This is an optimization exercise on Yosys and OpenROAD, whose aim is small area, not a production implementation.
The RTL was checked by simulation tests, not by an equivalence proof against the original design.
The clock cells of this run come from the design's own scripts or RTL, not from TritonCTS.
The flow treats the clock pin as an ideal source. Dropping or thinning the clock tree relies on that and would not hold on a real chip.
Power figures rest on the tool's default switching activity, not on a simulated workload.

$ cat design/flow/flow/run.sh
#!/bin/bash
# Own layout flow: the standard flow (standard.sh) with these changes:
#  - synthesis is synth_recipe.tcl, except that ABC maps the logic with several scripts
#    (ORFS's speed script and flow/abc_*.script) and the smallest mapping is kept
#    (flow/abc_pick.tcl), and Yosys's adder extraction (ADDER_MAP_FILE) is off, so adders
#    go through ABC too; registers are mapped before ABC runs, so they are the standard
#    synthesis's;
#  - ports get the smallest buffer (buf_1);
#  - the clock port drives NBUF clock buffers, each driving one group of registers,
#    in place of TritonCTS's tree with dummy loads (flow/clock_buffers.tcl).
# Each tool's log is under orfs/logs/; make's own output is in flow_make.log.
set -euo pipefail
W=$(pwd)
F=$W/flow
CLKBUF=${CLKBUF:-sky130_fd_sc_hd__clkbuf_4}
NBUF=${NBUF:-3}
export FLOW_ABC_SCRIPTS="$(ls $F/abc_*.script | tr '\n' ' ')"
{
  echo "source $F/abc_pick.tcl"
  cat synth_recipe.tcl
} > my_synth.tcl
sed -e "s#SYNTH_SCRIPT=[^ ]*#SYNTH_SCRIPT=$W/my_synth.tcl ADDER_MAP_FILE=#" standard.sh > my_standard.sh
grep -q "SYNTH_SCRIPT=$W/my_synth.tcl ADDER_MAP_FILE=" my_standard.sh
cat > pre_cts.tcl <<EOF
source $F/clock_buffers.tcl
rename clock_tree_synthesis my_tritoncts
proc clock_tree_synthesis {args} { my_clock_buffers $CLKBUF $NBUF }
EOF
export PRE_CTS_TCL=$W/pre_cts.tcl
export BUFFER_PORTS_ARGS="-buffer_cell sky130_fd_sc_hd__buf_1"
bash my_standard.sh finish > flow_make.log 2>&1
$ cat design/flow/flow/abc_a.script
strash
&get -n
&fraig -x
&put
scorr
dc2
dretime
strash
&get -n
&dch -f
&nf -R 1000
&put
$ cat design/flow/flow/abc_b.script
strash
dc2
&get -n
&dch -f
&nf -R 1000
&put
$ cat design/flow/flow/abc_c.script
strash
&get -n
&fraig -x
&put
scorr
dc2
dretime
strash
&get -n
&dch -f
&nf -R 1000
&put
strash
&get -n
&dch -f
&nf -R 1000
&put
$ cat design/flow/flow/abc_d.script
strash
&get -n
&fraig -x
&put
scorr
dc2
dretime
strash
&get -n
&dch -f
&nf -R 1000 -p
&put
$ cat design/flow/flow/abc_e.script
strash
dc2
dc2
&get -n
&dch -f
&nf -R 1000
&put
strash
&get -n
&dch -f
&nf -R 1000
&put
$ cat design/flow/flow/abc_f.script
strash
&get -n
&fraig -x
&put
scorr
dc2
dretime
strash
&get -n
&dch -f
&nf -R 1000
&put
strash
&get -n
&dch -f
&nf -R 1000
&put
strash
&get -n
&dch -f
&nf -R 1000
&put
$ cat design/flow/flow/abc_pick.tcl
# Sourced by the synthesis script before ORFS's synth.tcl. Replaces the abc command: ABC maps
# the logic once with ORFS's own script and once with each script in FLOW_ABC_SCRIPTS, and
# the mapping with the smallest cell area is kept. Registers are mapped before abc runs and
# are not touched.
proc my_abc_area {} {
  set st [yosys tee -q -s result.string stat {*}$::my_lib_args]
  if {[regexp {Chip area for module[^:]*:\s*([0-9.]+)} $st -> a]} { return $a }
  return 1e18
}
proc abc {args} {
  set i [lsearch -exact $args -script]
  set ::my_lib_args {}
  foreach j [lsearch -all -exact $args -liberty] { lappend ::my_lib_args -liberty [lindex $args [expr {$j + 1}]] }
  set orfs_script [lindex $args [expr {$i + 1}]]
  yosys design -save my_pre_abc
  set best $orfs_script; set best_area 1e18
  foreach s [concat [list $orfs_script] $::env(FLOW_ABC_SCRIPTS)] {
    yosys design -load my_pre_abc
    set a $args; lset a [expr {$i + 1}] $s
    if {[catch { yosys abc {*}$a } err]} { puts "bench abc script $s failed: $err"; continue }
    yosys opt_clean -purge
    set area [my_abc_area]
    puts "bench abc script $s: area $area"
    if {$area < $best_area} { set best_area $area; set best $s }
  }
  puts "bench abc: keeping $best (area $best_area)"
  yosys design -load my_pre_abc
  set a $args; lset a [expr {$i + 1}] $best
  yosys abc {*}$a
}
$ cat design/flow/flow/clock_buffers.tcl
# Clock distribution for a small design: the clock port drives NBUF clock buffers directly,
# each driving one group of registers (the groups split the registers by position).
proc my_clock_buffers { buf_master nbuf } {
  set block [ord::get_db_block]
  set master [[ord::get_db] findMaster $buf_master]
  set clk_net [$block findNet clk_in]
  $clk_net setSigType CLOCK
  set sinks {}
  foreach it [$clk_net getITerms] {
    set loc [[$it getInst] getLocation]
    lappend sinks [list $it [lindex $loc 0] [lindex $loc 1]]
  }
  # split by y into rows of groups, then by x
  set n [llength $sinks]
  set sinks [lsort -integer -index 2 $sinks]
  set groups {}
  set per [expr {int(ceil(double($n) / $nbuf))}]
  for {set g 0} {$g < $nbuf} {incr g} {
    lappend groups [lrange $sinks [expr {$g * $per}] [expr {min($n, ($g + 1) * $per) - 1}]]
  }
  set g 0
  foreach grp $groups {
    if { [llength $grp] == 0 } { continue }
    set net [odb::dbNet_create $block clknet_${g}_clk_in]
    $net setSigType CLOCK
    set inst [odb::dbInst_create $block $master clkbuf_${g}_clk_in]
    set sx 0; set sy 0
    foreach s $grp {
      set it [lindex $s 0]
      set sx [expr {$sx + [lindex $s 1]}]; set sy [expr {$sy + [lindex $s 2]}]
      $it disconnect
      $it connect $net
    }
    foreach it [$inst getITerms] {
      set m [[$it getMTerm] getName]
      if { $m == "A" } { $it connect $clk_net }
      if { $m == "X" } { $it connect $net }
    }
    $inst setLocation [expr {$sx / [llength $grp]}] [expr {$sy / [llength $grp]}]
    $inst setPlacementStatus PLACED
    puts "clock buffer $g ($buf_master) drives [llength $grp] registers"
    incr g
  }
}
$ cat design/flow/standard.sh
#!/bin/bash
# synth_recipe.tcl (not shown) runs the flow's synth.tcl, then flattens the netlist and writes it again
# the make line also repeats each setting of config.mk as NAME=value (left out here)
make -C /OpenROAD-flow-scripts/flow DESIGN_CONFIG=/design/flow/config.mk WORK_HOME=/design/flow/orfs CLKGATE_MAP_FILE= SYNTH_SCRIPT=/design/flow/synth_recipe.tcl "${@:-finish}"
$ cat design/flow/config.mk
export PLATFORM = sky130hd
export DESIGN_NAME = clock_divider
export DESIGN_NICKNAME = clock_divider
export VERILOG_FILES = /design/flow/design.v
export SDC_FILE = /design/flow/constraint.sdc
export NUM_CORES = 4
export LEC_CHECK = 0
export CAP_MARGIN = 20
export CORE_MARGIN = 2
export CORE_UTILIZATION = 20
export PLACE_DENSITY = 0.85
export SLEW_MARGIN = 20
$ cat design/flow/constraint.sdc
create_clock -name core_clock -period 10.0 [get_ports {clk_in}]
set_input_delay 2.0000 -clock core_clock [delete_from_list [all_inputs] [get_ports {clk_in}]]
set_output_delay 2.0000 -clock core_clock [all_outputs]
set_load 0.01 [all_outputs]
$ cat design/flow/design.v
module clock_divider
  #(parameter WIDTH = 8)
(
  input clk_in, nrst,
  input [WIDTH-1:0] scale,
  output clk_out
);
  localparam [16:0] P_FIRST = 17'b01010111000000010;
  localparam [16:0] P_LAST  = 17'b00101011100000001;
  localparam [16:0] M       = 17'b01010101010101010;
  reg  [16:0] x;
  wire [16:0] p    = x ^ M;
  wire        tick = (p[15:0] == P_LAST[15:0]);
  wire        fb   = ~(p[16] ^ p[11]) & ~tick;
  reg  [7:0] s;
  reg  [7:0] kn;
  reg        out;
  wire       match = ~|(s & kn);
  always @(posedge clk_in) begin
    if (!nrst) begin
      x   <= P_FIRST ^ M;
      s   <= scale;
      kn  <= 8'hFE;
      out <= 1'b0;
    end else begin
      x <= {p[15:0] ^ M[16:1], fb ^ M[0]};
      if (tick) begin
        kn  <= match ? 8'hFE : kn - 8'd1;
        out <= out ^ (match & |s);    
      end
    end
  end
  assign clk_out = out;
endmodule
==> results.txt <==
-- power by group through the flow --
stage                     registers [uW]  clock network [uW]  logic, uW
after floorplan                      152                   0       4.25
after global placement               153                   0       6.47
after detailed placement             153                   0       6.75
after CTS                            153                34.9       6.78
after global routing                 151                52.3       7.75
final                                150                45.4       6.61
-- worst paths after layout --
check	from	endpoint	slack, ps	cells after the start
setup / recovery	x[2]$_SDFF_PN0_	kn[7]$_SDFFE_PN1N_	6970	9
hold / removal	x[4]$_SDFF_PN0_	x[5]$_SDFF_PN1_	390	1
setup reg to reg	x[2]$_SDFF_PN0_	kn[7]$_SDFFE_PN1N_	6970	9
hold reg to reg	x[4]$_SDFF_PN0_	x[5]$_SDFF_PN1_	390	1
-- Yosys cell counts, drive strengths merged (2+ instances only) --
library cell	number
a21oi	6
a222oi	2
dfxtp	26
edfxtp	8
nand2	8
nand2b	2
nand3	2
nand4	4
nor2	13
nor4	3
o21ai	5
or3	2
xnor2	2
-- logic make-up (layout without fill, tap and decap cells) --
| kind of cell | count (synthesis) | count (layout) | share of synthesized area, % |
|---|---|---|---|
| xor+xnor | 3 | 3 | 2.49 |
| compound gates | 14 | 14 | 7.82 |
| flops | 34 | 34 | 72.0 |
| buf+inv | 1 | 14 | 0.355 |
| simple gates | 38 | 38 | 17.3 |
-- registers in the layout (all words and copies together) (netlist names) --
name  count
out       1
kn        8
x        17
s         8
-- area by class of cell --
cell class              count  area, um^2
fillers                   558        3900
plain buffers               3        22.5
flip-flops and latches     34         761
repair buffers             10        37.5
well taps                  70        87.6
inverters                   1        3.75
multi-input cells          55         292
-- per-stage QoR --
step / setup WS [ps] / utilization [%] / hold slack [ps] / total power, uW / cells
after floorplan: 7290 / - / 352 / 156 / 90
after detailed placement: 6730 / 23.1 / 367 / 160 / 170
after CTS: 6760 / 23.6 / 369 / 195 / 173
final: 6970 / 23.6 / 390 / 202 / 173
after global routing: 6660 / 23.6 / 406 / 211 / 173
after global placement: 6790 / 23.1 / 360 / 159 / 170
-- per-layer routing --
| layer | vias up | global-route usage [%] | wire length (um) |
|---|---|---|---|
| li1 | 348 | - | - |
| met1 | 286 | 7.85 | 744 |
| met2 | 14 | 8.95 | 727 |
| met3 | 3 | 0.235 | 49 |
| met4 | 0 | 0.909 | 14 |
| met5 | - | 0 | 0 |
==> results.txt <==
- Syn Area/Cell: 11.7 um^2
- Routed wire per std cell: 8.87 um
- Slew of the pin with the lowest slew margin: 617 ps
- Yosys warning total: 1
- Initial antenna violation count: 0
- Final-report hold violation count: 0
- Leakage Power: 0.000391 uW
- Skew final: around 11 ps
- Total of flip-flops plus latches after synthesis: 34
- EDFF count, synth: 8
- Max-slew violation count: 0
- Cts-stage hold buffer count: 0
- Final Cycle Share: 30.3%
- Total internal power: about 160 uW
- Area of all placed cells without fillers: 1200 um^2
- Outcome: complete, no violations
- Post-Route WL: 1.54 mm
- Buffering stage count on the worst path with inverters included: 0
- Cell type with the largest total area after synthesis: dfxtp_1
- PwrDens: 168 nW/um^2
- Number of rows in the core area: 26
- Share of the synthesized area in the top cell type: 49.3%
- Required time at the worst-slack endpoint: ~10000 ps
- Post-placement cell area: 1180 um^2
- Fraction of power consumed by the clock network: 22.5%
- Number of I/O port buffers: 10
- Post-synth design cell area: 1060 um^2
- Vias after detailed routing: approximately 650
- Distinct cell type count after synthesis: 20
- Crit-path cells: or4_1, nor4_1, nand2b_1, or3_1, or2_0, or3_1, nor2_1, xnor2_1, nand2_1
- Post-synthesis instance total: 90
- Total die area: between 5000 and 6000 um^2
- Post-Synthesis Net Count: 100
- Detailed-routing iteration count for the pre-antenna-repair pass: 4
- Top_reg_cell synth: dfxtp_1
- Most frequent standard cell in the layout excluding fill and tap cells: dfxtp_1
- Async set-reset flop share out of synthesis: 0%
- Worst IR Drop VDD: between 0.0001 and 0.00015 V
- Via-to-Cell Ratio: between 3 and 4
- Net switching component of the power: approximately 38 uW
- First-pass GRT wire length: 2.82 mm
- Placer Congestion: 0.772
- Setup total negative slack: 0 ps
- Worst relative slew slack: 58.5%
- Total congestion overflow after global routing: 0
- Final #Nets: 115
- Number of setup buffers added after CTS: 0
- Top area cells in the synthesized netlist: dfxtp_1 (49%), edfxtp_1 (23%), nor2_1 (4.6%)
- Clock edge transition at the registers on the reported setup and hold paths: 110 ps
- Fraction of power consumed by sequential logic: 74.3%
- Antenna Cells: 0
- Slowest cell on crit path: or4_1
- RSZ-0062 raised after global routing: false
- Setup violations, final: 0
- Crit-path max cell delay: 530 ps
- Cell type group with the largest total delay on the critical path: simple AND/OR/NAND/NOR gates
- Category of the most critical setup path: reg2reg
- Pin count of the biggest net entering global routing: 22
- Number of cells upsized or downsized after cts: 0
- Maximum clock frequency: 0.330 GHz
- Starting density of the core: 20.7%
- Count of pins on the block boundary: 11
- MaxCap Viol Count: 0
- Core Box Area: 5110 um^2
- Sort of element at the start of the critical path: register
- Hold Crit Class: reg2reg
- Chip Width: 76.7 um
- Total Routing Usage GR: 5.38%
- Share of final-layout standard cells stronger than drive strength 1: under 10%
- Top cell by count, worst path: or3_1
- Critical path arrival: 3090 ps
- Number of antenna-violating nets in the routed design: 0
- Number of global-route vias before repair: roughly 660
- Worst-path fanout max: 5
- Count of routing violations after the opening detailed-route iteration: 20
- Element type at the critical path end: register
- Final Critical Period: approximately 3000 ps
- Layout overhead on the synthesized area: 14.0%
- Clock insertion delay at the later pin of the skew report: 170 ps
- Switching part of the total: 18.7%
- Sequential element share of the synthesized area: slightly above 70%
- Most frequent cells in the layout: dfxtp_1 (26), nor2_1 (13), buf_1 (10)
- Overall die height: 76.7 um
- Part of the total power dissipated in combinational logic: 3.3%
- Estimated wirelength of the detail-placed design: 1.19 mm
- DRC violation count after routing: 0

## separate check: timing with driven ports
No port has a modelled driver above. Below, the same layout with a new extraction and two added sets of constraints. Step 1 sets driving cells, clkbuf_16 on the clock port and buf_2 on the other inputs (assumed; they add their load-dependent delay and slew). Step 2 adds t to the input delays and takes it off the output delays; t is the mean of the earliest and latest rising clock arrival at the registers after step 1. Input paths then give back, and output paths get back, about the clock's delay inside the block. Slacks: no drivers / after step 1 / after step 2; pairs: no drivers / after step 1.
t (ns): 0.191
setup WS [ns]: 6.973 / 6.973 / 6.795
worst register clock-pin slew, ns: 0.11 / 0.11
After both steps this run still meets setup and hold. For this run, drivers alone change the setup slack by 0.000 ns; drivers and shift together by -0.178 ns.
